What follows belongs to an exercise in optimizing a design on an open flow for small area and a short achievable clock period; a production flow would make more cautious choices.
Where RTL was checked, it was by simulation tests only, not by an equivalence proof against the original.
No functional check of the RTL was part of runs 1 and 2.
Power and IR drop assume default switching activity.

==> flow/design.v <==
module ALU_8bit(input [7:0] A, input [7:0] B, input [7:0] lg, input [4:0] op, input [7:0] data_in,
                input [7:0] ans_ex, input tZ, input tC,
                output [7:0] res, output reg [3:0] T, output isAr, output sub, output isLZ,
                output Zoth, output isLs, output isRs, output Co);
assign sub = op[0];
wire [8:0] sum = {1'b0, A} + {1'b0, (sub ? ~B : B)} + {8'd0, sub};
wire       big = |B[7:3];
wire [7:0] ans_ls = big ? 8'd0 : (A << B[2:0]);
wire       fill = (op == 5'd27) & A[7];
wire [7:0] rv = big ? 8'd0 : A;
wire [7:0] rs1 = B[0] ? {fill, rv[7:1]} : rv;
wire [7:0] rs2 = B[1] ? {{2{fill}}, rs1[7:2]} : rs1;
wire [7:0] rsx = B[2] ? {{4{fill}}, rs2[7:4]} : rs2;
always @(*) begin
  case (op)
    5'd0, 5'd8:   T = 4'b0110;    
    5'd1, 5'd9:   T = 4'b1001;    
    5'd4, 5'd12:  T = 4'b1000;    
    5'd5, 5'd13:  T = 4'b1110;    
    5'd6, 5'd14:  T = 4'b0110;    
    5'd7, 5'd15:  T = 4'b0101;    
    5'd2, 5'd10:  T = 4'b1010;    
    default:      T = 4'b1100;    
  endcase
end
assign isAr = (op[4] == 1'b0) & (op[2:1] == 2'b00);                  
wire isLg = ((op[4] == 1'b0) & ((op[2] == 1'b1) | (op[2:0] == 3'd2)))  
          | (op[4:1] == 4'b1010);                                    
wire isIn = (op == 5'd22);
assign isLs = (op == 5'd25);
assign isRs = (op == 5'd26) | (op == 5'd27);
wire isHd = ~(isAr | isLg | isIn | isLs | isRs);
assign res = ({8{isAr}} & sum[7:0]) | ({8{isLg}} & lg) | ({8{isIn}} & data_in)
           | ({8{isLs}} & ans_ls) | ({8{isRs}} & rsx) | ({8{isHd}} & ans_ex);
assign isLZ = (op[4] == 1'b0) & (op[2:0] != 3'd3);
wire isKeep = ((op[4] == 1'b0) & (op[2:0] == 3'd3)) | (op == 5'd18) | (op == 5'd19) | (op == 5'd20)
            | (op == 5'd21) | (op == 5'd23) | (op == 5'd24) | (op[4:2] == 3'b111);
assign Zoth = (isIn & ~|data_in) | (isKeep & tZ);
assign Co = isKeep & tC;
endmodule
module jc_mux2(input a0, a1, s, output x);
  assign x = s ? a1 : a0;
endmodule
module jc_mux4(input a0, a1, a2, a3, s0, s1, output x);
  assign x = s1 ? (s0 ? a3 : a2) : (s0 ? a1 : a0);
endmodule
module jc_xor2(input a, b, output x);
  assign x = a ^ b;
endmodule
module jc_xnor2(input a, b, output y);
  assign y = ~(a ^ b);
endmodule
module jc_and2(input a, b, output x);
  assign x = a & b;
endmodule
module jc_or2(input a, b, output x);
  assign x = a | b;
endmodule
module jc_o31a(input a1, a2, a3, b1, output x);
  assign x = (a1 | a2 | a3) & b1;
endmodule
module jc_a21o(input a1, a2, b1, output x);
  assign x = (a1 & a2) | b1;
endmodule
module jc_nand4(input a, b, c, d, output y);
  assign y = ~(a & b & c & d);
endmodule
module jc_nor2(input a, b, output y);
  assign y = ~(a | b);
endmodule
module jc_nand2(input a, b, output y);
  assign y = ~(a & b);
endmodule
module jc_aoi21(input a1, a2, b1, output y);
  assign y = ~((a1 & a2) | b1);
endmodule
module jc_oai21(input a1, a2, b1, output y);
  assign y = ~((a1 | a2) & b1);
endmodule
module jc_o31ai(input a1, a2, a3, b1, output y);
  assign y = ~((a1 | a2 | a3) & b1);
endmodule
module jc_inv(input a, output y);
  assign y = ~a;
endmodule
module jc_nor3(input a, b, c, output y);
  assign y = ~(a | b | c);
endmodule
module jc_nand3(input a, b, c, output y);
  assign y = ~(a & b & c);
endmodule
module jc_nor4(input a, b, c, d, output y);
  assign y = ~(a | b | c | d);
endmodule
module Jump_Control_Block(
  input  [7:0] X,           
  input  [7:0] Ar, Br,      
  input        aX, bX,      
  input  [3:0] T,           
  input        isAr,        
  input        sub,         
  input        nisLZ,       
  input        nisAr,       
  input        nsub,
  input        Zoth,        
  input        isShNB,      
  input        isSar,       
  input        nisLs,       
  input        nisRs,       
  input        nCo,         
  input        fsel,        
  input  [7:0] caF0, caF1,  
  output [7:0] A, B, lg, ca,
  output       Zf, Cf);
  genvar i;
  wire [7:0] z, k, bn, ng, np;
  generate
    for (i = 0; i < 8; i = i + 1) begin : bs
      jc_mux2 ma(.a0(Ar[i]), .a1(X[i]), .s(aX), .x(A[i]));
      jc_mux2 mb(.a0(Br[i]), .a1(X[i]), .s(bX), .x(B[i]));
      jc_mux4 lu(.a0(T[0]), .a1(T[1]), .a2(T[2]), .a3(T[3]), .s0(B[i]), .s1(A[i]), .x(lg[i]));
      if (i == 0) begin : k0
        jc_and2 kk(.a(isAr), .b(sub), .x(k[0]));
      end else begin : kn
        jc_o31a kk(.a1(sub), .a2(A[i-1]), .a3(B[i-1]), .b1(isAr), .x(k[i]));
      end
      jc_xnor2 zz(.a(lg[i]), .b(k[i]), .y(z[i]));
      jc_xor2 bi(.a(B[i]), .b(sub), .x(bn[i]));
      jc_nand2 gg(.a(A[i]), .b(bn[i]), .y(ng[i]));
      jc_nor2  pp(.a(A[i]), .b(bn[i]), .y(np[i]));
    end
  endgenerate
  wire zl0, zl1;
  jc_nand4 n0(.a(z[0]), .b(z[1]), .c(z[2]), .d(z[3]), .y(zl0));
  jc_nand4 n1(.a(z[4]), .b(z[5]), .c(z[6]), .d(z[7]), .y(zl1));
  wire [7:0] M, zls, zrs;
  assign M[7] = 1'b1;
  jc_nor3  m0(.a(B[0]), .b(B[1]), .c(B[2]), .y(M[0]));
  jc_nor2  m1(.a(B[1]), .b(B[2]), .y(M[1]));
  jc_aoi21 m2(.a1(B[1]), .a2(B[0]), .b1(B[2]), .y(M[2]));
  jc_inv   m3(.a(B[2]), .y(M[3]));
  jc_oai21 m4(.a1(B[1]), .a2(B[0]), .b1(B[2]), .y(M[4]));
  jc_nand2 m5(.a(B[2]), .b(B[1]), .y(M[5]));
  jc_nand3 m6(.a(B[2]), .b(B[1]), .c(B[0]), .y(M[6]));
  generate
    for (i = 0; i < 8; i = i + 1) begin : sh
      if (i == 0) begin : l0
        jc_inv   zl(.a(A[0]), .y(zls[0]));
      end else begin : ln
        jc_nand2 zl(.a(A[i]), .b(M[7-i]), .y(zls[i]));
      end
      if (i == 7) begin : r7
        jc_inv   zr(.a(A[7]), .y(zrs[7]));
      end else begin : rn
        jc_nand2 zr(.a(A[i]), .b(M[i]), .y(zrs[i]));
      end
    end
  endgenerate
  wire sl0, sl1, sr0, sr1, Zls, Zrs, nZo;
  jc_nand4 s0(.a(zls[0]), .b(zls[1]), .c(zls[2]), .d(zls[3]), .y(sl0));
  jc_nand4 s1(.a(zls[4]), .b(zls[5]), .c(zls[6]), .d(zls[7]), .y(sl1));
  jc_nand4 s2(.a(zrs[0]), .b(zrs[1]), .c(zrs[2]), .d(zrs[3]), .y(sr0));
  jc_nand4 s3(.a(zrs[4]), .b(zrs[5]), .c(zrs[6]), .d(zrs[7]), .y(sr1));
  jc_nor3  s4(.a(sl0), .b(sl1), .c(nisLs), .y(Zls));
  jc_nor3  s5(.a(sr0), .b(sr1), .c(nisRs), .y(Zrs));
  wire nb0, nb1, nM0, t7, nbc, Zbig;
  jc_nor3  b0(.a(B[3]), .b(B[4]), .c(B[5]), .y(nb0));
  jc_nor2  b1(.a(B[6]), .b(B[7]), .y(nb1));
  jc_inv   b2(.a(M[0]), .y(nM0));
  jc_nand2 b3(.a(A[7]), .b(nM0), .y(t7));
  jc_aoi21 b4(.a1(isSar), .a2(t7), .b1(isShNB), .y(nbc));
  jc_aoi21 b5(.a1(nb0), .a2(nb1), .b1(nbc), .y(Zbig));
  jc_nor4  s6(.a(Zls), .b(Zrs), .c(Zoth), .d(Zbig), .y(nZo));
  jc_o31ai zf(.a1(zl0), .a2(zl1), .a3(nisLZ), .b1(nZo), .y(Zf));
  wire G10, G32, G54, G76, P10, P32, P54, P76;
  jc_oai21 c10(.a1(np[1]), .a2(ng[0]), .b1(ng[1]), .y(G10));
  jc_oai21 c32(.a1(np[3]), .a2(ng[2]), .b1(ng[3]), .y(G32));
  jc_oai21 c54(.a1(np[5]), .a2(ng[4]), .b1(ng[5]), .y(G54));
  jc_oai21 c76(.a1(np[7]), .a2(ng[6]), .b1(ng[7]), .y(G76));
  jc_nor2  q10(.a(np[1]), .b(np[0]), .y(P10));
  jc_nor2  q32(.a(np[3]), .b(np[2]), .y(P32));
  jc_nor2  q54(.a(np[5]), .b(np[4]), .y(P54));
  jc_nor2  q76(.a(np[7]), .b(np[6]), .y(P76));
  wire nG30, nG74, nP30, nP74;
  jc_aoi21 c30(.a1(P32), .a2(G10), .b1(G32), .y(nG30));
  jc_aoi21 c74(.a1(P76), .a2(G54), .b1(G76), .y(nG74));
  jc_nand2 q30(.a(P32), .b(P10), .y(nP30));
  jc_nand2 q74(.a(P76), .b(P54), .y(nP74));
  wire G70, P70, nco;
  jc_oai21 c70(.a1(nP74), .a2(nG30), .b1(nG74), .y(G70));
  jc_nor2  q70(.a(nP74), .b(nP30), .y(P70));
  jc_aoi21 cin(.a1(P70), .a2(sub), .b1(G70), .y(nco));
  jc_oai21 cf(.a1(nco), .a2(nisAr), .b1(nCo), .y(Cf));
  wire F;
  jc_mux2 fm(.a0(Cf), .a1(Zf), .s(fsel), .x(F));
  generate
    for (i = 0; i < 8; i = i + 1) begin : out
      jc_mux2 mc(.a0(caF0[i]), .a1(caF1[i]), .s(F), .x(ca[i]));
    end
  endgenerate
endmodule
module rb_aoi222(input a1, a2, b1, b2, c1, c2, output y);
  assign y = ~((a1 & a2) | (b1 & b2) | (c1 & c2));
endmodule
module rb_aoi22(input a1, a2, b1, b2, output y);
  assign y = ~((a1 & a2) | (b1 & b2));
endmodule
module rb_nand4(input a, b, c, d, output y);
  assign y = ~(a & b & c & d);
endmodule
module rb_nand3(input a, b, c, output y);
  assign y = ~(a & b & c);
endmodule
module rb_or3(input a, b, c, output y);
  assign y = a | b | c;
endmodule
module rb_rd_bit(input [31:0] q, input [31:0] s, output y);
  wire [10:0] n;
  wire [2:0]  g;
  genvar j;
  generate
    for (j = 0; j < 10; j = j + 1) begin : g3
      rb_aoi222 u(.a1(q[3*j]), .a2(s[3*j]), .b1(q[3*j+1]), .b2(s[3*j+1]), .c1(q[3*j+2]), .c2(s[3*j+2]), .y(n[j]));
    end
  endgenerate
  rb_aoi22 u10(.a1(q[30]), .a2(s[30]), .b1(q[31]), .b2(s[31]), .y(n[10]));
  rb_nand4 v0(.a(n[0]), .b(n[1]), .c(n[2]), .d(n[3]), .y(g[0]));
  rb_nand4 v1(.a(n[4]), .b(n[5]), .c(n[6]), .d(n[7]), .y(g[1]));
  rb_nand3 v2(.a(n[8]), .b(n[9]), .c(n[10]), .y(g[2]));
  rb_or3   w0(.a(g[0]), .b(g[1]), .c(g[2]), .y(y));
endmodule
module Reg_Bank(input [255:0] q, input [31:0] s, output [7:0] y);
  genvar b, k;
  generate
    for (b = 0; b < 8; b = b + 1) begin : bits
      wire [31:0] col;
      for (k = 0; k < 32; k = k + 1) begin : c
        assign col[k] = q[8*k + b];
      end
      rb_rd_bit u(.q(col), .s(s), .y(y[b]));
    end
  endgenerate
endmodule
`timescale 1ns / 1ps
module Processor_Main_Module(data_in,clk,reset,data_out,ins,A,B,current_address,ans_ex,mux_ans_dm,ans_wb,interrupt,
imem_data,dmem_rdata,dmem_en,dmem_we,dmem_wdata);
input  [7:0]  data_in;
input         clk;
input         interrupt;
input         reset;
output reg [7:0] data_out;
input  [19:0] imem_data;
input  [7:0]  dmem_rdata;
output reg    dmem_en;
output reg    dmem_we;
output reg [7:0] dmem_wdata;
output [19:0] ins;
output [7:0]  A;
output [7:0]  B;
output [7:0]  current_address;
output reg [7:0] ans_ex;
output [7:0]  mux_ans_dm;
output reg [7:0] ans_wb;
wire r = reset;
reg        init, spm, s_q1, s_q2, s_q3, sm0;
reg [19:0] it;           
reg [7:0]  ah;           
reg [7:0]  ca2;          
assign ins = spm ? it : imem_data;
wire [4:0] opi = ins[19:15];
wire J3    = &opi[4:2];                  
wire RET   = (opi == 5'd16);
wire JMP   = (opi == 5'd24);
wire ld_s  = init & (opi == 5'd20) & ~s_q1;
wire jmp_s = init & J3 & ~s_q3;
wire hlt_s = init & (opi == 5'd17);
wire stall = ld_s | jmp_s | hlt_s;
wire Zf, Cf;                             
wire [7:0] jl   = RET ? ca2 : (sm0 ? 8'hF0 : ins[7:0]);
wire [7:0] seqa = stall ? ah : ah + 8'd1;
wire early = sm0 | RET | JMP;
wire [7:0] caJ = {8{init}} & jl;
wire [7:0] caS = {8{init}} & (early ? jl : seqa);
wire       fsel = opi[1];
wire [7:0] caF0 = (J3 &  opi[0]) ? caJ : caS;
wire [7:0] caF1 = (J3 & ~opi[0]) ? caJ : caS;
always @(posedge clk) begin
  init <= r;
  ah   <= current_address;
  it   <= ins;
  spm  <= r & stall;
  s_q1 <= r & ld_s;
  s_q2 <= r & jmp_s;
  s_q3 <= r & s_q2;
  sm0  <= r & interrupt;
  ca2  <= r ? (interrupt ? current_address : ca2) : 8'd0;
end
reg [4:0] op_dec;
reg       d_q1, d_q2, d_q3;
reg [4:0] R2, R3, R4;                    
reg [7:0] reg_A, reg_B;
reg       sA_ex, sA_rg, sA_wb, aX;       
reg       sB_ex, sB_rg, sB_wb, bX;
reg       mms_ex, mms_dm;
wire knor1 = ~(JMP | J3 | d_q1);
wire [4:0] srcA = ins[9:5] & {5{knor1}};
wire [4:0] srcB = ins[4:0] & {5{knor1}};
wire immN = ~ins[19] & ins[18];
wire c1 = (R2 == srcA), c2 = (R3 == srcA), c3 = (R4 == srcA);
wire c4 = (R2 == srcB), c5 = (R3 == srcB), c6 = (R4 == srcB);
reg [7:0] RF [0:31];
integer i;
wire [7:0]  wd0 = mux_ans_dm & {8{r}};
wire [7:0]  wd1 = mux_ans_dm | {8{~r}};
wire [31:0] we  = (32'd1 << R4) | {32{~r}};
wire [31:0] dA = 32'd1 << ins[9:5];
wire [31:0] dB = 32'd1 << ins[4:0];
wire [255:0] RFq;
genvar gk;
generate
  for (gk = 0; gk < 32; gk = gk + 1) begin : rfq
    assign RFq[8*gk +: 8] = RF[gk];
  end
endgenerate
wire [7:0] rdA, rdB;
Reg_Bank rpA(.q(RFq), .s(dA), .y(rdA));
Reg_Bank rpB(.q(RFq), .s(dB), .y(rdB));
always @(posedge clk) begin
  op_dec <= r ? opi : 5'd0;
  d_q1   <= r & (opi == 5'd20) & ~d_q1;
  d_q2   <= r & ins[15] & ~d_q2;
  d_q3   <= r & (opi[4:1] == 4'b1010) & ~d_q2;
  R2     <= r ? (ins[14:10] & {5{knor1}}) : 5'd0;
  R3     <= r ? R2 : 5'd0;
  R4     <= r ? R3 : 5'd0;
  sA_ex  <= ~r | c1;
  sA_rg  <= r & ~c1 & c2 & ~mms_ex;
  aX     <= r & ~c1 & c2 & mms_ex;
  sA_wb  <= r & ~c1 & ~c2 & c3;
  sB_ex  <= ~r | (~immN & c4);
  sB_rg  <= r & ~immN & ~c4 & c5 & ~mms_ex;
  bX     <= r & ~immN & ~c4 & c5 & mms_ex;
  sB_wb  <= r & ~immN & ~c4 & ~c5 & c6;
  reg_A  <= rdA;
  reg_B  <= immN ? {3'b000, ins[4:0]} : rdB;
  for (i = 0; i < 32; i = i + 1)
    if (we[i]) RF[i] <= {wd0[7:5], (i[4] ? wd1[4] : wd0[4]), (i[3] ? wd1[3] : wd0[3]),
                         (i[2] ? wd1[2] : wd0[2]), (i[1] ? wd1[1] : wd0[1]), (i[0] ? wd1[0] : wd0[0])};
end
reg [7:0] ans_reg;
reg       tZ, tC;
wire [7:0] A_r = sA_ex ? ans_ex : (sA_rg ? ans_reg : (sA_wb ? ans_wb : reg_A));
wire [7:0] B_r = sB_ex ? ans_ex : (sB_rg ? ans_reg : (sB_wb ? ans_wb : reg_B));
wire [7:0] res, lg;
wire [3:0] T;
wire       isAr, sub, isLZ, Zoth, isLs, isRs, Co;
ALU_8bit alu(.A(A), .B(B), .lg(lg), .op(op_dec), .data_in(data_in), .ans_ex(ans_ex), .tZ(tZ), .tC(tC),
             .res(res), .T(T), .isAr(isAr), .sub(sub), .isLZ(isLZ), .Zoth(Zoth), .isLs(isLs), .isRs(isRs), .Co(Co));
Jump_Control_Block jc(.X(dmem_rdata), .Ar(A_r), .Br(B_r), .aX(aX), .bX(bX), .T(T), .isAr(isAr), .sub(sub),
             .nisLZ(~isLZ), .nisAr(~isAr), .nsub(~sub), .Zoth(Zoth), .isShNB(isLs | (isRs & ~op_dec[0])), .isSar(isRs & op_dec[0]), .nisLs(~isLs), .nisRs(~isRs), .nCo(~Co), .fsel(fsel), .caF0(caF0), .caF1(caF1),
             .A(A), .B(B), .lg(lg), .ca(current_address), .Zf(Zf), .Cf(Cf));
wire [4:0] op = op_dec;
always @(posedge clk) begin
  ans_ex     <= r ? res : 8'd0;
  dmem_wdata <= r ? B : 8'd0;
  data_out   <= r ? ((op == 5'd23) ? A : data_out) : 8'd0;
  dmem_en    <= r & d_q3;
  dmem_we    <= r & d_q2;
  mms_ex     <= r & ~d_q2 & d_q3;
  tZ         <= Zf;
  tC         <= Cf;
end
assign mux_ans_dm = mms_dm ? dmem_rdata : ans_reg;
always @(posedge clk) begin
  ans_reg <= r ? ans_ex : 8'd0;
  mms_dm  <= r & mms_ex;
  ans_wb  <= r ? mux_ans_dm : 8'd0;
end
endmodule
==> flow/run.sh <==
#!/bin/bash
# synth_recipe.tcl (not shown) runs the flow's synth.tcl, then flattens the netlist and writes it again
# the make line also repeats each setting of config.mk as NAME=value (left out here)
make -C /OpenROAD-flow-scripts/flow DESIGN_CONFIG=/design/flow/config.mk WORK_HOME=/design/flow/orfs CLKGATE_MAP_FILE= SYNTH_SCRIPT=/design/flow/synth_recipe.tcl finish
==> flow/config.mk <==
export PLATFORM = sky130hd
export DESIGN_NAME = Processor_Main_Module
export DESIGN_NICKNAME = Processor_Main_Module
export VERILOG_FILES = /design/flow/design.v
export SDC_FILE = /design/flow/constraint.sdc
export NUM_CORES = 4
export LEC_CHECK = 0
export CAP_MARGIN = 20
export CORE_MARGIN = 2
export CORE_UTILIZATION = 65
export SETUP_SLACK_MARGIN = 5
export SLEW_MARGIN = 20
export SYNTH_HIERARCHICAL = 1
==> flow/constraint.sdc <==
create_clock -name core_clock -period 12.5 [get_ports {clk}]
set_input_delay 2.5000 -clock core_clock [delete_from_list [all_inputs] [get_ports {clk}]]
set_output_delay 2.5000 -clock core_clock [all_outputs]
set_load 0.01 [all_outputs]
==> run notes, run 1 <==
Sink Count around 390; setup ws final 5030 ps; Clk Latency, worst-skew pair about 570 ps; top flop regs RF: 256 flops, it: 20 flops; maximum VDD drop 149 uV; Reg clk slew, reported paths approximately 60 ps; worst slew pin tran 1320 ps; Ys Warns 9; max-slew violation count 0; Worst R2R Path Depth 9; post-DR wirelength/cell 28.7 um; Worst Path Arrival 4970 ps; Row Count 62; Largest Register RF; core outline area 28,900 sq um; CP endpoint kind output port; RSZ-0062 raised after global routing yes; HPWL Detailed 42.7 mm; max reg flops 256; Min Clock Period, post-route 7470 ps; Req. time, crit path 10,000 ps; gr ovfl total 0; vias in the first global route 15,600; CP delay by family, top multiplexers; placed cells 2,107; total power draw roughly 3.8 mW; dpl ws 4150 ps; worst hold path depth 1; post-route clock period utilization 59.7%; Crit. path cell count 11; Final Util 78.5%; Multi-input gate area 8510 sq um; Die Height 176 um; worst path cell trace buf_6, mux2_4, buf_8, o31a_1, xnor2_2, nand4_1, o31ai_4, mux2_4, buf_6, mux2_4, buf_6; total number of vias 16,600; layout filler cell count 1,849; P_leak 8.25 nW; Worst Path Max Fanout 7; Syn Area/Cell 11.7 sq um; Total GRT Usage approximately 41%; Final #Nets 1,862; first-pass GRT wire length around 95 mm; Crit-path slowest cell o31a_1; IO buf count 124; cell area after synthesis approximately 19,000 sq um; Post-Syn Instances between 1,500 and 2,000; pwr/cell area about 170 nW/um^2; IO Pins 125; final hold vios 0; TritonCTS clock tree done; root buf cell clkbuf_16; endpoints failing setup 0; TritonCTS buffer count 42; initial antenna violation count 2; Starting DRT DRC Count 3,317; Area Growth Syn to Fin 18.1%; Crit Path Category in -> out; startpoint class of the critical path primary input; Max-slew headroom 11.7%; Buf/Inv on CP 4; CTS Buffer Depth 3; max-cap violation count 0; setup TNS 0 ps; largest net degree at the start of global routing 79; H-Tree Depth 2; Post-Route WL 64.0 mm; max incr delay on CP 340 ps; DRT Pass-1 Iters 15; Die ar. 31,000 sq um; DRT antenna net count 0; Clock Skew just over 30 ps; min-delay worst type reg -> reg; DRC viols 0; Die X 176 um; outcome complete, no violations; Highest Clock Rate 134 MHz; syn nets 1,695; GPL Wtd Cong 1.01; Initial Utilization 66.4%; DR vias/cell 7.44; count of non-filler cells in the finished layout 2,230; register area between 10,000 and 15,000 sq um; layout cells sized above 1 between 10% and 20%
layout make-up:
class                      instances  area share, %
antenna                            1         0.0110
multi-input combinational       1147           37.5
tap                              384           2.12
inverter                          41          0.678
timing repair buffer             188           7.75
clock inverter                    28           1.18
sequential                       391           45.8
clock buffer                      50           4.99
metal layers:
metal  global-route usage (%)  up-vias  wire length [um]
met5                        0        -                11
met4                     25.2        2              4820
met3                     9.07      325              7910
met2                     64.8     1400             29100
met1                     51.0     7876             22200
li1                         -     6978                 -
repair_timing:
item | in CTS | in global routing
setup endpoints to repair | 8 | 8
gates cloned | 4 | 0
setup buffers | 26 | 14
hold buffers | 0 | 0
pin swaps | 12 | 11
resized for setup | 55 | 48
power by group:
| part | switching, mW | internal, mW | total [mW] |
|---|---|---|---|
| clock network | 0.533 | 0.719 | 1.25 |
| registers | 0.106 | 1.53 | 1.63 |
| logic | 0.546 | 0.410 | 0.956 |
cells in the final DEF, fill, tap and decap left out, types with 7 or more instances in the layout:
cell	instances
edfxtp_1	256
a222oi_1	168
nor2_1	138
dfxtp_1	134
clkdlybuf4s50_1	107
nand2_1	93
mux2i_1	65
o21ai_0	62
buf_4	54
and2_1	53
a21oi_1	51
nand4_1	46
clkbuf_16	43
inv_1	38
nor2b_1	37
nand3_1	36
xnor2_1	27
nor3_1	26
o21ai_1	25
mux2_4	25
or3_1	22
xor2_1	22
buf_6	19
a22oi_2	17
mux2_2	16
nand2b_1	12
and3_1	11
ha_1	11
clkinv_2	11
mux4_2	10
o211ai_1	9
o31a_1	9
o32ai_1	8
clkinv_1	8
nand3b_1	7
a21oi_2	7
a32oi_1	7
path summary, 6_finish.rpt:
| path | from | to | slack [ps] |
|---|---|---|---|
| worst max-delay path | dmem_rdata[6] | current_address[3] | 5030 |
| worst max register to register | spm | reg_B[7] | 7370 |
| worst min register to register | d_q2 | d_q3 | 460 |
| worst min-delay path | d_q2 | d_q3 | 460 |
metrics by stage:
stage	instance area, sq um	hold WS [ps]
after floorplan	19200	412
after global placement	20800	414
after detailed placement	20800	426
after CTS	22500	456
after global routing	22700	473
final	22700	461
==> run 2: changes to the inputs <==
--- a/flow/design.v
+++ b/flow/design.v
@@ -1,8 +1,8 @@
-module ALU_8bit(input [7:0] A, input [7:0] B, input [7:0] lg, input [4:0] op, input [7:0] data_in,
+module ALU_8bit(input [7:0] A, input [7:0] B, input [7:0] lg, input [7:0] cy, input [4:0] op, input [7:0] data_in,
                 input [7:0] ans_ex, input tZ, input tC,
                 output [7:0] res, output reg [3:0] T, output isAr, output sub, output isLZ,
                 output Zoth, output isLs, output isRs, output Co);
 assign sub = op[0];
-wire [8:0] sum = {1'b0, A} + {1'b0, (sub ? ~B : B)} + {8'd0, sub};
+wire [7:0] sum = lg ^ cy;
 wire       big = |B[7:3];
 wire [7:0] ans_ls = big ? 8'd0 : (A << B[2:0]);
@@ -93,9 +93,12 @@
   assign y = ~(a | b | c | d);
 endmodule
+module jc_mux2i(input a0, a1, s, output y);
+  assign y = ~(s ? a1 : a0);
+endmodule
 module Jump_Control_Block(
   input  [7:0] X,           
   input  [7:0] Ar, Br,      
   input        aX, bX,      
-  input  [3:0] T,           
+  input  [3:0] nT,          
   input        isAr,        
   input        sub,         
@@ -109,7 +112,8 @@
   input        nisRs,       
   input        nCo,         
-  input        fsel,        
-  input  [7:0] caF0, caF1,  
+  input  [7:0] aZ1, aZ0,    
+  input  [7:0] aC1, aC0,    
   output [7:0] A, B, lg, ca,
+  output [7:0] cy,          
   output       Zf, Cf);
   genvar i;
@@ -119,5 +123,9 @@
       jc_mux2 ma(.a0(Ar[i]), .a1(X[i]), .s(aX), .x(A[i]));
       jc_mux2 mb(.a0(Br[i]), .a1(X[i]), .s(bX), .x(B[i]));
-      jc_mux4 lu(.a0(T[0]), .a1(T[1]), .a2(T[2]), .a3(T[3]), .s0(B[i]), .s1(A[i]), .x(lg[i]));
+      wire u0, u1, lgn;
+      jc_mux2i l0(.a0(nT[0]), .a1(nT[2]), .s(A[i]), .y(u0));    
+      jc_mux2i l1(.a0(nT[1]), .a1(nT[3]), .s(A[i]), .y(u1));    
+      jc_mux2i l2(.a0(u0), .a1(u1), .s(B[i]), .y(lgn));
+      jc_inv   li(.a(lgn), .y(lg[i]));
       if (i == 0) begin : k0
         jc_and2 kk(.a(isAr), .b(sub), .x(k[0]));
@@ -125,5 +133,5 @@
         jc_o31a kk(.a1(sub), .a2(A[i-1]), .a3(B[i-1]), .b1(isAr), .x(k[i]));
       end
-      jc_xnor2 zz(.a(lg[i]), .b(k[i]), .y(z[i]));
+      jc_xor2  zz(.a(lgn), .b(k[i]), .x(z[i]));                 
       jc_xor2 bi(.a(B[i]), .b(sub), .x(bn[i]));
       jc_nand2 gg(.a(A[i]), .b(bn[i]), .y(ng[i]));
@@ -172,5 +180,12 @@
   jc_aoi21 b5(.a1(nb0), .a2(nb1), .b1(nbc), .y(Zbig));
   jc_nor4  s6(.a(Zls), .b(Zrs), .c(Zoth), .d(Zbig), .y(nZo));
-  jc_o31ai zf(.a1(zl0), .a2(zl1), .a3(nisLZ), .b1(nZo), .y(Zf));
+  wire [3:0] Zq, Cq;
+  genvar q;
+  generate
+    for (q = 0; q < 4; q = q + 1) begin : zq
+      jc_o31ai zf(.a1(zl0), .a2(zl1), .a3(nisLZ), .b1(nZo), .y(Zq[q]));
+    end
+  endgenerate
+  assign Zf = Zq[0];
   wire G10, G32, G54, G76, P10, P32, P54, P76;
   jc_oai21 c10(.a1(np[1]), .a2(ng[0]), .b1(ng[1]), .y(G10));
@@ -187,16 +202,39 @@
   jc_nand2 q30(.a(P32), .b(P10), .y(nP30));
   jc_nand2 q74(.a(P76), .b(P54), .y(nP74));
+  wire c1n, c2n, c3n, c4, c5n, c6, c7n, c4n, c6n;
+  assign cy[0] = sub;
+  jc_oai21 y1(.a1(np[0]), .a2(nsub), .b1(ng[0]), .y(cy[1]));           
+  jc_aoi21 y2(.a1(P10), .a2(sub), .b1(G10), .y(c2n));
+  jc_inv   y2i(.a(c2n), .y(cy[2]));
+  jc_oai21 y3(.a1(np[2]), .a2(c2n), .b1(ng[2]), .y(cy[3]));            
+  jc_oai21 y4(.a1(nP30), .a2(nsub), .b1(nG30), .y(c4));                
+  assign cy[4] = c4;
+  jc_inv   y4i(.a(c4), .y(c4n));
+  jc_oai21 y5(.a1(np[4]), .a2(c4n), .b1(ng[4]), .y(cy[5]));            
+  jc_aoi21 y6(.a1(P54), .a2(c4), .b1(G54), .y(c6n));
+  jc_inv   y6i(.a(c6n), .y(cy[6]));
+  jc_oai21 y7(.a1(np[6]), .a2(c6n), .b1(ng[6]), .y(cy[7]));            
   wire G70, P70, nco;
   jc_oai21 c70(.a1(nP74), .a2(nG30), .b1(nG74), .y(G70));
   jc_nor2  q70(.a(nP74), .b(nP30), .y(P70));
   jc_aoi21 cin(.a1(P70), .a2(sub), .b1(G70), .y(nco));
-  jc_oai21 cf(.a1(nco), .a2(nisAr), .b1(nCo), .y(Cf));
-  wire F;
-  jc_mux2 fm(.a0(Cf), .a1(Zf), .s(fsel), .x(F));
   generate
-    for (i = 0; i < 8; i = i + 1) begin : out
-      jc_mux2 mc(.a0(caF0[i]), .a1(caF1[i]), .s(F), .x(ca[i]));
+    for (q = 0; q < 4; q = q + 1) begin : cq
+      jc_oai21 cf(.a1(nco), .a2(nisAr), .b1(nCo), .y(Cq[q]));
     end
   endgenerate
+  assign Cf = Cq[0];
+  genvar j;
+  generate
+    for (j = 0; j < 8; j = j + 1) begin : out
+      wire yz, yc;
+      jc_mux2i mz(.a0(aZ0[j]), .a1(aZ1[j]), .s(Zq[j/2]), .y(yz));
+      jc_mux2i mcc(.a0(aC0[j]), .a1(aC1[j]), .s(Cq[j/2]), .y(yc));
+      jc_nand2 mo(.a(yz), .b(yc), .y(ca[j]));
+    end
+  endgenerate
+endmodule
+module pc_inc(input [7:0] a, output [7:0] y);
+  assign y = a + 8'd1;
 endmodule
 module rb_aoi222(input a1, a2, b1, b2, c1, c2, output y);
@@ -278,5 +316,7 @@
 wire Zf, Cf;                             
 wire [7:0] jl   = RET ? ca2 : (sm0 ? 8'hF0 : ins[7:0]);
-wire [7:0] seqa = stall ? ah : ah + 8'd1;
+wire [7:0] ah1;
+pc_inc inc(.a(ah), .y(ah1));             
+wire [7:0] seqa = stall ? ah : ah1;
 wire early = sm0 | RET | JMP;
 wire [7:0] caJ = {8{init}} & jl;
@@ -285,4 +325,6 @@
 wire [7:0] caF0 = (J3 &  opi[0]) ? caJ : caS;
 wire [7:0] caF1 = (J3 & ~opi[0]) ? caJ : caS;
+wire [7:0] aZ1 = {8{ fsel}} & caF1, aZ0 = {8{ fsel}} & caF0;
+wire [7:0] aC1 = {8{~fsel}} & caF1, aC0 = {8{~fsel}} & caF0;
 always @(posedge clk) begin
   init <= r;
@@ -302,5 +344,6 @@
 reg       sA_ex, sA_rg, sA_wb, aX;       
 reg       sB_ex, sB_rg, sB_wb, bX;
-reg       mms_ex, mms_dm;
+reg       mms_dm;
+wire      mms_ex = dmem_en & ~dmem_we;    
 wire knor1 = ~(JMP | J3 | d_q1);
 wire [4:0] srcA = ins[9:5] & {5{knor1}};
@@ -352,12 +395,12 @@
 wire [7:0] A_r = sA_ex ? ans_ex : (sA_rg ? ans_reg : (sA_wb ? ans_wb : reg_A));
 wire [7:0] B_r = sB_ex ? ans_ex : (sB_rg ? ans_reg : (sB_wb ? ans_wb : reg_B));
-wire [7:0] res, lg;
+wire [7:0] res, lg, cy;
 wire [3:0] T;
 wire       isAr, sub, isLZ, Zoth, isLs, isRs, Co;
-ALU_8bit alu(.A(A), .B(B), .lg(lg), .op(op_dec), .data_in(data_in), .ans_ex(ans_ex), .tZ(tZ), .tC(tC),
+ALU_8bit alu(.A(A), .B(B), .lg(lg), .cy(cy), .op(op_dec), .data_in(data_in), .ans_ex(ans_ex), .tZ(tZ), .tC(tC),
              .res(res), .T(T), .isAr(isAr), .sub(sub), .isLZ(isLZ), .Zoth(Zoth), .isLs(isLs), .isRs(isRs), .Co(Co));
-Jump_Control_Block jc(.X(dmem_rdata), .Ar(A_r), .Br(B_r), .aX(aX), .bX(bX), .T(T), .isAr(isAr), .sub(sub),
-             .nisLZ(~isLZ), .nisAr(~isAr), .nsub(~sub), .Zoth(Zoth), .isShNB(isLs | (isRs & ~op_dec[0])), .isSar(isRs & op_dec[0]), .nisLs(~isLs), .nisRs(~isRs), .nCo(~Co), .fsel(fsel), .caF0(caF0), .caF1(caF1),
-             .A(A), .B(B), .lg(lg), .ca(current_address), .Zf(Zf), .Cf(Cf));
+Jump_Control_Block jc(.X(dmem_rdata), .Ar(A_r), .Br(B_r), .aX(aX), .bX(bX), .nT(~T), .isAr(isAr), .sub(sub),
+             .nisLZ(~isLZ), .nisAr(~isAr), .nsub(~sub), .Zoth(Zoth), .isShNB(isLs | (isRs & ~op_dec[0])), .isSar(isRs & op_dec[0]), .nisLs(~isLs), .nisRs(~isRs), .nCo(~Co), .aZ1(aZ1), .aZ0(aZ0), .aC1(aC1), .aC0(aC0),
+             .A(A), .B(B), .lg(lg), .cy(cy), .ca(current_address), .Zf(Zf), .Cf(Cf));
 wire [4:0] op = op_dec;
 always @(posedge clk) begin
@@ -367,5 +410,4 @@
   dmem_en    <= r & d_q3;
   dmem_we    <= r & d_q2;
-  mms_ex     <= r & ~d_q2 & d_q3;
   tZ         <= Zf;
   tC         <= Cf;
--- a/flow/config.mk
+++ b/flow/config.mk
@@ -8,5 +8,7 @@
 export CAP_MARGIN = 20
 export CORE_MARGIN = 2
-export CORE_UTILIZATION = 65
+export CORE_UTILIZATION = 50
+export CTS_CLUSTER_DIAMETER = 70
+export CTS_CLUSTER_SIZE = 22
 export SETUP_SLACK_MARGIN = 5
 export SLEW_MARGIN = 20
==> run notes, run 2 <==
hold slack 444 ps; post-DR wirelength/cell 28.0 um; placed cells approximately 2,300; Area Growth Syn to Fin 20.9%; Clk Latency, worst-skew pair 630 ps; Reg clk slew, reported paths 90 ps; top cells by count, synth 256 x edfxtp_1, 162 x a222oi_1, 159 x nor2_1; Synth async-reset ratio 0%; Post-synth EDFFs about 260; outcome complete, no violations; CTS Buffer Depth 3; Die Height between 200 and 250 um; Worst Path Max Fanout 4; Req. time, crit path 10,000 ps; compound-gate portion of the synthesized area 18.6%; Post-Route WL 68.6 mm; combinational power share 25.9%; Sw Pwr 1.14 mW; area leader, netlist edfxtp_1; pwr/cell area between 150 and 200 nW/um^2; DRT antenna net count 0; Crit Path Category in -> out; total number of vias 16,700; sequential fraction of the synthesis area 53.7%; Die ar. 40,200 sq um; gr ovfl total 0; Highest Clock Rate 134 MHz; post-route clock period utilization slightly below 60%; Synth Flop Type edfxtp_1; Clk pwr share between 20 and 30%; main combinational cell family by area after synthesis compound AO/OA/AOI/OAI gates; leading cell type in the layout, fill and taps excluded edfxtp_1; cell area after synthesis approximately 19,000 sq um; maximum VDD drop around 130 uV; post-synthesis xor/xnor area fraction 1.72%; synth top area cells edfxtp_1 40%, dfxtp_1 14%, a222oi_1 8.4%; DRC viols 0; core outline area 37,800 sq um; DR vias/cell 6.82; DRT Pass-1 Iters 12; H-Tree Depth 1; startpoint class of the critical path primary input; setup TNS 0 ps; count of non-filler cells in the finished layout approximately 2,500; most frequent cells in the layout 256 x edfxtp_1, 162 x a222oi_1, 149 x nor2_1, 133 x dfxtp_1, 128 x buf_4; final hold vios 0; Min Clock Period, post-route 7440 ps; Synth Area in Simple Gates about 14%; TritonCTS clock tree done; #FFs+latches synth 390; IO buf count 124; initial antenna violation count 2; Final #Nets between 1,500 and 2,000; max-cap violation count 0; Syn Area/Cell 11.4 sq um; CP endpoint kind output port; Synth cell types between 80 and 90; sequential share of power 45.1%; HPWL Detailed 46.9 mm; Initial Utilization 51.0%; first-pass GRT wire length 101 mm; most frequent cell after synthesis edfxtp_1; IO Pins 125; setup ws final 5060 ps; Worst Path Arrival 4940 ps; Starting DRT DRC Count 2,505; layout cells sized above 1 17.6%; Largest Register RF; Post-Syn Instances 1,689; Final Util roughly three fifths; dpl ws 4250 ps; Synth Area in Adders 0.324%; switching share of power 32.5%; Die X around 200 um; largest net degree at the start of global routing 54; max-slew violation count 0; vias in the first global route 15,800; Sink Count 390; RSZ-0062 raised after global routing yes; syn nets around 1,700; mux share of post-synthesis cell area 8.89%; GPL Wtd Cong ~0.96; min-delay worst type reg -> reg; max reg flops 256; Yosys top cell area share 39.8%; Total GRT Usage 32.9%; Clock Skew 41.1 ps; endpoints failing setup 0; root buf cell clkbuf_16; TritonCTS buffer count 30; P_leak roughly 8.6 nW; Max-slew headroom 23.5%; Ys Warns 9; worst slew pin tran 1130 ps; Row Count 71; Power Internal around 2.4 mW; top flop regs RF: 256 flops, it: 20 flops
-- run 2: per-stage QoR --
step | cell area (sq um) | power [mW]
finish | 23300 | 3.50
global route | 23300 | 3.63
CTS | 23000 | 3.46
detailed placement | 21200 | 2.33
global placement | 21100 | 2.32
floorplan | 19300 | 2.04
-- run 2: Yosys stat by module (local to each module, per instance), a selection --
module              cells inside  area (sq um)  flip-flops and latches  times used
jc_xor2                        1          8.76                       0          16
jc_and2                        1          6.26                       0           1
rb_aoi22                       1          12.5                       0          16
jc_nor2                        1          3.75                       0          15
jc_nor3                        1          10.0                       0           4
Jump_Control_Block             2          15.0                       0           1
rb_nand3                       1          5.00                       0          16
jc_nand2                       1          3.75                       0          34
rb_or3                         1          6.26                       0          16
jc_aoi21                       1          8.76                       0           8
rb_aoi222                      1          10.0                       0         160
rb_nand4                       1          6.26                       0          32
-- run 2: final cells by class --
type | count | area (sq um)
Multi-Input combinational cell | 1176 | 8830
Antenna cell | 1 | 2.50
Clock buffer | 31 | 754
Sequential cell | 390 | 10400
Fill cell | 3114 | 14500
Tap cell | 511 | 639
Clock inverter | 22 | 280
Timing Repair Buffer | 258 | 2220
Inverter | 63 | 244
-- run 2: worst paths after layout --
check	cells after the start	startpoint	slack, ps	to
hold / removal	1	s_q2	440	s_q3
setup reg to reg	44	op_dec[0]	5720	ca2[1]
hold reg to reg	1	s_q2	440	s_q3
setup / recovery	11	dmem_rdata[6]	5060	current_address[3]
-- run 2: kinds of logic (layout without fill, tap and decap cells) --
kind of cell / Yosys count / after routing
DFF: 390 / 390
buffers and inverters: 126 / 374
other: 0 / 1
adders and majority gates: 5 / 5
AOI/OAI and AO/OA: 446 / 446
and+or+nand+nor: 536 / 536
muxes: 148 / 151
xor gates and xnor gates: 38 / 38
-- run 2: power by group through the flow --
stage	Clock [mW]	Sequential, mW	Combinational (mW)
6_report	1.02	1.58	0.906
3_3_place_gp	0	1.61	0.712
2_1_floorplan	0	1.58	0.457
4_1_cts	1.03	1.58	0.846
5_1_grt	1.08	1.59	0.953
3_5_place_dp	0	1.61	0.722
-- run 2: timing repair --
action,4_1_cts,5_1_grt
gates cloned,3,0
hold buffers,0,0
setup endpoints to repair,8,10
pin swaps,18,21
setup buffers,78,19
gates resized for setup,77,44
-- run 2: layer usage --
| metal | vias to the layer above | routed length, um | GRT usage [%] |
|---|---|---|---|
| met4 | 0 | 4080 | 17.4 |
| met2 | 1101 | 32600 | 54.9 |
| met1 | 8102 | 25700 | 41.5 |
| met5 | - | 0 | 0 |
| met3 | 228 | 6240 | 5.13 |
| li1 | 7280 | - | - |
-- run 2: worst max-delay path, cell delays in order --
cell	delay, ps
dlygate4sd2_1	260
mux2_4	320
buf_4	170
o31a_1	240
xor2_1	170
nand4_1	130
buf_6	160
o31ai_4	360
mux2i_1	230
nand2_1	110
dlygate4sd2_1	290
==> run 3: changes to the inputs <==
--- a/flow/design.v
+++ b/flow/design.v
@@ -180,8 +180,8 @@
   jc_aoi21 b5(.a1(nb0), .a2(nb1), .b1(nbc), .y(Zbig));
   jc_nor4  s6(.a(Zls), .b(Zrs), .c(Zoth), .d(Zbig), .y(nZo));
-  wire [3:0] Zq, Cq;
+  wire [1:0] Zq, Cq;
   genvar q;
   generate
-    for (q = 0; q < 4; q = q + 1) begin : zq
+    for (q = 0; q < 2; q = q + 1) begin : zq
       jc_o31ai zf(.a1(zl0), .a2(zl1), .a3(nisLZ), .b1(nZo), .y(Zq[q]));
     end
@@ -220,5 +220,5 @@
   jc_aoi21 cin(.a1(P70), .a2(sub), .b1(G70), .y(nco));
   generate
-    for (q = 0; q < 4; q = q + 1) begin : cq
+    for (q = 0; q < 2; q = q + 1) begin : cq
       jc_oai21 cf(.a1(nco), .a2(nisAr), .b1(nCo), .y(Cq[q]));
     end
@@ -229,6 +229,6 @@
     for (j = 0; j < 8; j = j + 1) begin : out
       wire yz, yc;
-      jc_mux2i mz(.a0(aZ0[j]), .a1(aZ1[j]), .s(Zq[j/2]), .y(yz));
-      jc_mux2i mcc(.a0(aC0[j]), .a1(aC1[j]), .s(Cq[j/2]), .y(yc));
+      jc_mux2i mz(.a0(aZ0[j]), .a1(aZ1[j]), .s(Zq[j/4]), .y(yz));
+      jc_mux2i mcc(.a0(aC0[j]), .a1(aC1[j]), .s(Cq[j/4]), .y(yc));
       jc_nand2 mo(.a(yz), .b(yc), .y(ca[j]));
     end
==> flow/flow/run.sh (new file) <==
#!/bin/bash
# The standard layout (standard synthesis unchanged, same settings), except that the
# port buffers are plain buffers (buf_2), which the timing repair can resize, instead of
# the delay cells buffer_ports picks by default. Every port is still buffered.
set -euo pipefail
bash standard.sh synth > synth.log 2>&1
bash standard.sh "BUFFER_PORTS_ARGS=-buffer_cell sky130_fd_sc_hd__buf_2" finish > layout.log 2>&1
==> flow/standard.sh (new file) <==
#!/bin/bash
# synth_recipe.tcl (not shown) runs the flow's synth.tcl, then flattens the netlist and writes it again
# the make line also repeats each setting of config.mk as NAME=value (left out here)
make -C /OpenROAD-flow-scripts/flow DESIGN_CONFIG=/design/flow/config.mk WORK_HOME=/design/flow/orfs CLKGATE_MAP_FILE= SYNTH_SCRIPT=/design/flow/synth_recipe.tcl "${@:-finish}"
--- a/flow/config.mk
+++ b/flow/config.mk
@@ -9,6 +9,4 @@
 export CORE_MARGIN = 2
 export CORE_UTILIZATION = 50
-export CTS_CLUSTER_DIAMETER = 70
-export CTS_CLUSTER_SIZE = 22
 export SETUP_SLACK_MARGIN = 5
 export SLEW_MARGIN = 20
removed: flow/run.sh
==> run notes, run 3 <==
outcome complete, no violations; setup TNS 0 ps; leading cell type in the layout, fill and taps excluded edfxtp_1; startpoint class of the critical path primary input; Starting DRT DRC Count 2,512; Die Height 200 um; IO Pins 125; Crit-path slowest cell mux2_4; top cells by count, synth 256 x edfxtp_1, 162 x a222oi_1, 159 x nor2_1; Syn Area/Cell 11.4 sq um; area leader, netlist edfxtp_1; endpoints failing setup 0; Crit Path Category in -> out; Clock Skew 41.2 ps; Final Util 58.6%; worst slew pin tran 1150 ps; pwr/cell area 164 nW/um^2; count of non-filler cells in the finished layout 2,376; largest net degree at the start of global routing 76; Initial Utilization 50.9%; final hold vios 0; DR vias/cell ~6.8; sequential fraction of the synthesis area 53.8%; TritonCTS clock tree done; hold slack 434 ps; post-route clock period utilization 59.2%; Die X 200 um; Synth Flop Type edfxtp_1; P_leak around 8.4 nW; HPWL Detailed 47.0 mm; setup ws final 5110 ps; Die ar. 40,100 sq um; root buf cell clkbuf_16; Buf/Inv on CP 3; layout cells sized above 1 17.8%; CP delay by family, top multiplexers; Largest Register RF; max-cap violation count 0; Worst Path Max Fanout 15; initial antenna violation count 0; Post-Route WL 67.4 mm; max incr delay on CP 360 ps; first-pass GRT wire length 100 mm; Final #Nets around 1,900; placed cells between 2,000 and 2,500; syn nets 1,729; Highest Clock Rate 135 MHz; min-delay worst type reg -> reg; Synth async-reset ratio 0%; TritonCTS buffer count 43; most frequent cells in the layout 256 x edfxtp_1, 162 x a222oi_1, 158 x nor2_1, 133 x dfxtp_1, 124 x buf_2; post-DR wirelength/cell 28.4 um; Reg clk slew, reported paths approximately 60 ps; Post-Syn Instances 1,685; CP endpoint kind output port; max reg flops 256; Synth cell types 85; Total GRT Usage between 30% and 40%; GPL Wtd Cong 0.953; IO buf count 124; dpl ws roughly 4700 ps; Worst Path Arrival 4890 ps; Max-slew headroom a little under a quarter; Sink Count 390; max-slew violation count 0; #FFs+latches synth 390; Area Growth Syn to Fin 15.0%; top flop regs RF: 256 flops, it: 20 flops; layout filler cell count 3,204; vias in the first global route 15,700; DRC viols 0; DRT Pass-1 Iters 11; worst path cell trace buf_2, mux2_4, mux2i_1, mux2i_1, xor2_1, nand4_1, o31ai_4, buf_12, mux2i_1, nand2_1, buf_2; RSZ-0062 raised after global routing no; core outline area 37,800 sq um; synth top area cells edfxtp_1 40%, dfxtp_1 14%, a222oi_1 8.4%; total number of vias 16,200; cell area after synthesis 19,300 sq um; H-Tree Depth 2; Yosys top cell area share 39.9%; most frequent cell after synthesis edfxtp_1; CTS Buffer Depth 3; gr ovfl total 0; DRT antenna net count 0; Min Clock Period, post-route 7390 ps; Req. time, crit path 10,000 ps; Clk Latency, worst-skew pair 590 ps; Row Count just over 70; Post-synth EDFFs 256; Ys Warns 9; most frequent cell on the critical path mux2i_1; maximum VDD drop 134 uV
[run 3: changes by cell type after synthesis]
| cell | previous run | this run |
|---|---|---|
| o21ai_1 | 15 | 13 |
| o31ai_2 | 4 | 2 |
[run 3: per-module statistics from Yosys (local to each module, per instance), a selection]
module	cell area, sq um	flip-flops and latches
jc_nor3	10.0	0
jc_inv	3.75	0
jc_nor2	3.75	0
jc_nor4	12.5	0
jc_xor2	8.76	0
Jump_Control_Block	15.0	0
rb_aoi222	10.0	0
jc_oai21	5.00	0
jc_mux2	15.0	0
jc_o31ai	12.5	0
rb_or3	6.26	0
jc_o31a	8.76	0
jc_mux2i	10.0	0
Processor_Main_Module	14400	390
rb_nand4	6.26	0
[run 3: path summary, 6_finish.rpt]
path,cells past startpoint,slack [ps],endpoint,start
min,1,430,dmem_en,d_q3
min reg2reg,1,430,dmem_en,d_q3
max,11,5110,current_address[2],dmem_rdata[1]
max reg2reg,9,7930,reg_B[7],spm
[run 3: what timing repair did]
action	4_1_cts	5_1_grt
hold buffers	0	0
endpoints found under the setup margin	7	8
gates resized for setup	7	9
pin swaps	0	3
setup buffers	0	2
[run 3: power by group]
part	internal (mW)	switching, mW
clock network	0.814	0.526
registers	1.50	0.0822
logic	0.249	0.452
[run 3: layer usage]
layer | track usage, % | up-vias | share of wire, %
met5 | 0 | - | 0
met4 | 19.0 | 0 | 6.2
met3 | 4.60 | 205 | 8.9
met2 | 52.1 | 1009 | 46
met1 | 43.6 | 7910 | 39
li1 | - | 7089 | -
[run 3: kinds of logic (layout without fill, tap and decap cells)]
kind of cell               after synthesis  in the layout  synth area share, %
and+or+nand+nor                        536            536                 13.9
buffers and inverters                  126            305                 2.79
AOI/OAI and AO/OA                      442            442                 18.5
adders and majority gates                5              5                0.325
DFF                                    390            390                 53.8
other                                    0              1                    0
xor gates and xnor gates                38             38                 1.73
muxes                                  148            148                 8.91
[run 3: worst reg2reg max path: cells and delay by family (launching register included)]
family / cells / cell delay, ps
AO/OA/AOI/OAI: 1 / 480
buffers and inverters: 2 / 1060
flip-flops: 1 / 310
multiplexers: 1 / 840
AND/OR/NAND/NOR: 5 / 1750
[run 3: final cells by class]
cell class                 instances  area (sq um)  area share (%)
tap                              511           639            2.88
antenna                            1          2.50          0.0113
timing repair buffer             166           961            4.34
multi-input combinational       1169          8470            38.2
inverter                          63           240            1.08
sequential                       390         10400            46.8
clock buffer                      53          1140            5.16
clock inverter                    23           334            1.51
[run 3: per-stage QoR]
step                cell area, sq um  total power, mW
floorplan                      19300             2.03
global placement               20500             2.27
detailed placement             20500             2.28
CTS                            22100             3.62
global route                   22200             3.76
finish                         22200             3.62
==> run 4: changes to the inputs <==
--- a/flow/config.mk
+++ b/flow/config.mk
@@ -9,4 +9,6 @@
 export CORE_MARGIN = 2
 export CORE_UTILIZATION = 50
+export CTS_CLUSTER_DIAMETER = 70
+export CTS_CLUSTER_SIZE = 22
 export SETUP_SLACK_MARGIN = 5
 export SLEW_MARGIN = 20
==> run notes, run 4 <==
outcome complete, no violations; leading cell type in the layout, fill and taps excluded edfxtp_1; DRC viols 0; synth top area cells edfxtp_1 40%, dfxtp_1 14%, a222oi_1 8.4%; CTS Buffer Depth 3; final hold vios 0; #FFs+latches synth 390; pwr/cell area 152 nW/um^2; CP delay by family, top multiplexers; Largest Register RF; Highest Clock Rate 136 MHz; HPWL Detailed 47.0 mm; total number of vias 16,100; area leader, netlist edfxtp_1; Die X 200 um; layout filler cell count 3,240; Post-Syn Instances 1,685; core outline area 37,800 sq um; Reg clk slew, reported paths 80 ps; RSZ-0062 raised after global routing yes; R2R setup slack 8070 ps; Buf/Inv on CP 3; setup TNS 0 ps; Min Clock Period, post-route 7370 ps; startpoint class of the critical path primary input; gr ovfl total 0; IO buf count 124; Yosys top cell area share between 30% and 40%; top cells by count, synth 256 x edfxtp_1, 162 x a222oi_1, 159 x nor2_1; maximum VDD drop between 100 and 150 uV; most frequent cells in the layout 256 x edfxtp_1, 162 x a222oi_1, 158 x nor2_1, 133 x dfxtp_1, 124 x buf_2; Sink Count just under 400; initial antenna violation count 0; DRT Pass-1 Iters 12; Area Growth Syn to Fin 12.5%; most frequent cell on the critical path mux2i_1; worst slew pin tran 1140 ps; Synth Area in Simple Gates approximately 14%; cell area after synthesis 19,300 sq um; Crit Path Category in -> out; Req. time, crit path 10,000 ps; min-delay worst type reg -> reg; # diodes 0; Post-synth EDFFs 256; Worst Path Max Fanout 15; syn nets 1,729; Synth Area in Adders 0.325%; compound-gate portion of the synthesized area 18.5%; most frequent cell after synthesis edfxtp_1; Final #Nets between 1,500 and 2,000; Syn Area/Cell around 11 sq um; Worst Path Arrival 4870 ps; sequential fraction of the synthesis area 53.8%; Synth async-reset ratio 0%; max incr delay on CP 360 ps; Synth cell types 85; P_leak 8.15 nW; Synth Flop Type edfxtp_1; mux share of post-synthesis cell area just under 9%; GPL Wtd Cong about 0.95; TritonCTS buffer count 30; post-synthesis xor/xnor area fraction 1.73%; worst path cell trace buf_2, mux2_4, mux2i_1, mux2i_1, xor2_1, nand4_1, o31ai_4, buf_12, mux2i_1, nand2_1, buf_2; DR vias/cell slightly below 7; H-Tree Depth 1; root buf cell clkbuf_16; Die Height 200 um; Starting DRT DRC Count 2,160; Crit-path slowest cell mux2_4; vias in the first global route 15,500; post-DR wirelength/cell 28.2 um; main combinational cell family by area after synthesis compound AO/OA/AOI/OAI gates; max-slew violation count 0; Row Count roughly 70; max-cap violation count 0; post-route clock period utilization 58.9%; max reg flops 256; Die ar. 40,100 sq um; Total GRT Usage 32.3%; layout cells sized above 1 between 15 and 20%; post-cts hold buffer count 0; Clock Skew about 54 ps; Ys Warns 9; Post-Route WL about 66 mm; Max-slew headroom 23.2%; first-pass GRT wire length roughly 99 mm; DRT antenna net count 0; endpoints failing setup 0; largest net degree at the start of global routing 76; TritonCTS clock tree done; CP endpoint kind output port; Initial Utilization 50.9%; total power draw 3.29 mW; IO Pins 125; Clk Latency, worst-skew pair about 640 ps; top flop regs RF: 256 flops, it: 20 flops
[run 4: cell count changes in the layout (fill, tap and decap cells not counted), moves of 2 or more]
cell and delta:
clkinv_8 +3, clkinv_2 -6, inv_6 +7, clkbuf_16 -13, clkinv_1 -5, clkbuf_8 -3
bufinv_16 -8, inv_8 +2, inv_12 +3
[run 4: where the power goes]
part	total (mW)	internal (mW)	switching (mW)
clock network	1.01	0.477	0.533
registers	1.58	1.50	0.0821
logic	0.698	0.248	0.449
total	3.29	2.22	1.06
[run 4: modules after synthesis, one instance, submodules excluded, a selection]
module	flops+latches	area, sq um	copies in the design	cells
Jump_Control_Block	0	15.0	1	2
jc_nor3	0	10.0	4	1
pc_inc	0	116	1	16
jc_nand2	0	3.75	34	1
rb_nand3	0	5.00	16	1
rb_or3	0	6.26	16	1
jc_nand4	0	6.26	6	1
rb_nand4	0	6.26	32	1
[run 4: cell families after synthesis]
family / count (synthesis)
compound gates: 442
xor+xnor: 38
fa+ha+maj: 5
buf+inv: 126
flops: 390
mux: 148
simple gates: 536
[run 4: area by class of cell]
class	instances	area (sq um)	share of cell area [%]
Clock inverter	20	246	1.14
Tap cell	511	639	2.95
Sequential cell	390	10400	47.8
Clock buffer	36	773	3.57
Multi-Input combinational cell	1169	8450	39.0
Timing Repair Buffer	166	961	4.43
Inverter	63	240	1.11
[run 4: metrics by stage]
stage | util [%] | instance area, sq um | instances | setup WS (ps) | hold WS [ps]
2_1_floorplan | - | 19300 | 1685 | 5710 | 404
3_3_place_gp | 54.3 | 20500 | 2297 | 4700 | 415
3_5_place_dp | 54.3 | 20500 | 2297 | 4720 | 420
4_1_cts | 57.1 | 21600 | 2353 | 5020 | 438
5_1_grt | 57.3 | 21700 | 2355 | 4980 | 452
6_report | 57.3 | 21700 | 2355 | 5130 | 435
[run 4: metal layers]
layer / part of all wire, % / up-vias / track usage [%] / wire length [um]
li1: - / 7067 / - / -
met2: 46 / 972 / 51.4 / 30500
met3: 8.3 / 192 / 4.39 / 5520
met5: 0 / - / 0 / 0
met1: 39 / 7866 / 42.8 / 26200
met4: 6.4 / 0 / 17.9 / 4240
[run 4: final timing paths]
check / cells after the start / to / from
worst min-delay path: 1 / dmem_en / d_q3
worst max register to register: 9 / reg_B[6] / spm
worst max-delay path: 11 / current_address[2] / dmem_rdata[1]
worst min register to register: 1 / dmem_en / d_q3
[run 4: repair_timing]
item	4_1_cts	5_1_grt
setup endpoints to repair	5	8
buffers inserted	0	2
cloned	0	0
resized for setup	7	7
hold endpoints to repair	0	0
pin swaps	0	2
[run 4: worst reg2reg max path, delay by kind of cell, from the launching register on]
| kind | cells | cell delay, ps |
|---|---|---|
| AOI/OAI and AO/OA | 1 | 480 |
| DFF | 1 | 310 |
| and+or+nand+nor | 5 | 1680 |
| buffers and inverters | 2 | 1050 |
| muxes | 1 | 840 |
==> run 5: changes to the inputs <==
==> flow/flow/run.sh (replaced) <==
#!/bin/bash
# The standard layout (standard synthesis unchanged, same settings), except that the
# port buffers are plain buffers (buf_2), which the timing repair can resize, instead of
# the delay cells buffer_ports picks by default. Every port is still buffered.
# The timing repair aims at a setup margin of 5.5 ns instead of 5.
set -euo pipefail
bash standard.sh synth > synth.log 2>&1
bash standard.sh SETUP_SLACK_MARGIN=5.5 "BUFFER_PORTS_ARGS=-buffer_cell sky130_fd_sc_hd__buf_2" finish > layout.log 2>&1
==> run notes, run 5 <==
Yosys top cell area share 39.9%; Area Growth Syn to Fin 15.3%; GPL Wtd Cong roughly 0.95; top flop regs RF: 256 flops, it: 20 flops; HPWL Detailed between 40 and 50 mm; Post-Route WL just under 70 mm; synth top area cells edfxtp_1 40%, dfxtp_1 14%, a222oi_1 8.4%; final hold vios 0; Buf/Inv on CP 3; Initial Utilization roughly half; Starting DRT DRC Count between 2,000 and 2,500; CTS Buffer Depth 3; Sink Count approximately 400; endpoints failing setup 0; worst path cell trace buf_2, mux2_4, mux2i_1, mux2i_1, xor2_1, nand4_1, o31ai_4, buf_12, mux2i_2, nand2_1, buf_2; Post-Syn Instances 1,685; DR vias/cell 6.84; CP endpoint kind output port; placed cells around 2,300; cell area after synthesis 19,300 sq um; root buf cell clkbuf_16; register area slightly above 10,000 sq um; Multi-input gate area 8640 sq um; post-route clock period utilization 57.7%; max incr delay on CP 300 ps; Largest Register RF; Final #Nets approximately 1,900; TritonCTS clock tree done; core outline area 37,800 sq um; TritonCTS buffer count 30; pwr/cell area between 150 and 200 nW/um^2; DRT antenna net count 0; Row Count 71; Clock Skew roughly 54 ps; initial antenna violation count 0; Crit-path slowest cell mux2_4; Post-synth EDFFs 256; outcome complete, no violations; max-slew violation count 0; leading cell type in the layout, fill and taps excluded edfxtp_1; Die ar. roughly 40,000 sq um; worst slew pin tran 1170 ps; min-delay worst type reg -> reg; area leader, netlist edfxtp_1; Synth cell types 85; IO buf count ~120; Die X 200 um; RSZ-0062 raised after global routing yes; P_leak 8.41 nW; Die Height 200 um; post-cts hold buffer count 0; maximum VDD drop around 150 uV; largest net degree at the start of global routing 76; #FFs+latches synth 390; DRT Pass-1 Iters 11; sequential fraction of the synthesis area 53.8%; Min Clock Period, post-route between 7000 and 8000 ps; Max-slew headroom 21.1%; Highest Clock Rate 139 MHz; IO Pins around 130; Synth async-reset ratio 0%; Syn Area/Cell ~11 sq um; Worst Path Arrival 4710 ps; setup TNS 0 ps; count of non-filler cells in the finished layout 2,402; most frequent cell after synthesis edfxtp_1; Total GRT Usage 32.7%; first-pass GRT wire length 100 mm; Worst Path Max Fanout 4; post-DR wirelength/cell 28.3 um; H-Tree Depth 1; max reg flops 256; vias in the first global route 15,700; max-cap violation count 0; Clk Latency, worst-skew pair 640 ps; syn nets 1,729; Req. time, crit path 10,000 ps; Reg clk slew, reported paths about 80 ps; most frequent cells in the layout 256 x edfxtp_1, 162 x a222oi_1, 153 x nor2_1, 133 x dfxtp_1, 123 x buf_2; startpoint class of the critical path primary input; CP delay by family, top multiplexers; layout filler cell count 3,196; gr ovfl total 0; Crit Path Category in -> out; total number of vias 16,400; Synth Flop Type edfxtp_1; Ys Warns 9; top cells by count, synth 256 x edfxtp_1, 162 x a222oi_1, 159 x nor2_1; layout cells sized above 1 about a fifth; DRC viols 0
==> run 5: timing repair <==
item,in CTS,in global routing
gates resized for setup,26,24
gates cloned,2,1
endpoints found under the hold margin,0,0
endpoints found under the setup margin,9,8
setup buffers,18,27
pin swaps,12,18
==> run 5: layer usage <==
metal	global-route usage, %	wire (um)
met1	43.1	26100
met4	18.6	4550
met3	4.54	6000
met5	0	0
met2	52.0	31200
==> run 5: cell type report <==
cell class	instances	area share [%]
antenna	1	0.0113
clock buffer	36	3.48
clock inverter	20	1.11
inverter	63	1.07
multi-input combinational	1172	38.9
sequential	390	46.7
tap	511	2.88
timing repair buffer	209	5.90
==> run 5: path summary, 6_finish.rpt <==
kind	cells after the start	slack, ps	endpoint	from
hold / removal	1	440	dmem_en	d_q3
setup reg to reg	8	8070	reg_A[7]	spm
setup / recovery	11	5290	current_address[1]	dmem_rdata[2]
hold reg to reg	1	440	dmem_en	d_q3
==> run 5: power breakdown <==
| group | switching [mW] | internal (mW) | leakage [nW] |
|---|---|---|---|
| Clock | 0.533 | 0.477 | 0.492 |
| Combinational | 0.475 | 0.296 | 4.21 |
| Sequential | 0.0824 | 1.50 | 3.71 |
| Total | 1.09 | 2.27 | 8.41 |
==> run 5: per-module statistics from Yosys, one instance, submodules excluded, a selection <==
module | cell area [sq um] | flops+latches | cells inside | copies in the design
pc_inc | 116 | 0 | 16 | 1
Jump_Control_Block | 15.0 | 0 | 2 | 1
jc_mux2i | 10.0 | 0 | 1 | 40
rb_nand3 | 5.00 | 0 | 1 | 16
jc_nor4 | 12.5 | 0 | 1 | 1
Processor_Main_Module | 14400 | 390 | 1088 | 1
rb_aoi222 | 10.0 | 0 | 1 | 160
==> run 5: logic make-up after synthesis <==
logic type	synth area share, %
AND/OR/NAND/NOR	13.9
AO/OA/AOI/OAI	18.5
flip-flops	53.8
multiplexers	8.91
buffers and inverters	2.79
XOR/XNOR	1.73
adder cells (fa/ha/maj)	0.325
==> run 5: stage by stage <==
step / utilization, % / total power, mW / cell area (sq um) / worst slack (ps) / hold slack, ps
finish: 58.7 / 3.36 / 22200 / 5290 / 436
global route: 58.7 / 3.48 / 22200 / 5200 / 452
CTS: 57.8 / 3.31 / 21900 / 5290 / 438
detailed placement: 54.3 / 2.28 / 20500 / 4720 / 420
global placement: 54.3 / 2.27 / 20500 / 4700 / 415
floorplan: - / 2.03 / 19300 / 5710 / 404

what the ideal ports hide:
Ports are ideal in the flow. The routed layouts listed here were re-timed in OpenROAD.
Step 1 assumes that a clkbuf_16 drives the clock port and a buf_2 every other input.
Step 2 also shifts input and output timing later by t, the mid clock arrival at the registers, as if the neighbouring blocks saw the same clock.
Three values: ideal, step 1, step 2; two values: the first two.
| run | t (ns) | slack for setup (ns) | clock arrival spread, ns | cell pins on the clock port's net |
|---|---|---|---|---|
| run 1 | 0.609 | 5.034 / 4.995 / 4.995 | 0.032 / 0.031 | 1 |
| run 2 | 0.661 | 5.061 / 5.044 / 4.425 | 0.043 / 0.043 | 1 |
| run 3 | 0.630 | 5.106 / 5.070 / 5.070 | 0.041 / 0.042 | 1 |
| run 4 | 0.668 | 5.132 / 5.096 / 5.096 | 0.053 / 0.053 | 1 |
| run 5 | 0.667 | 5.294 / 5.245 / 5.245 | 0.054 / 0.054 | 1 |
After both steps every run listed still meets setup and hold. The setup slack of run 2, which loses most, moves by -0.017 ns with the drivers and by -0.636 ns with both steps.
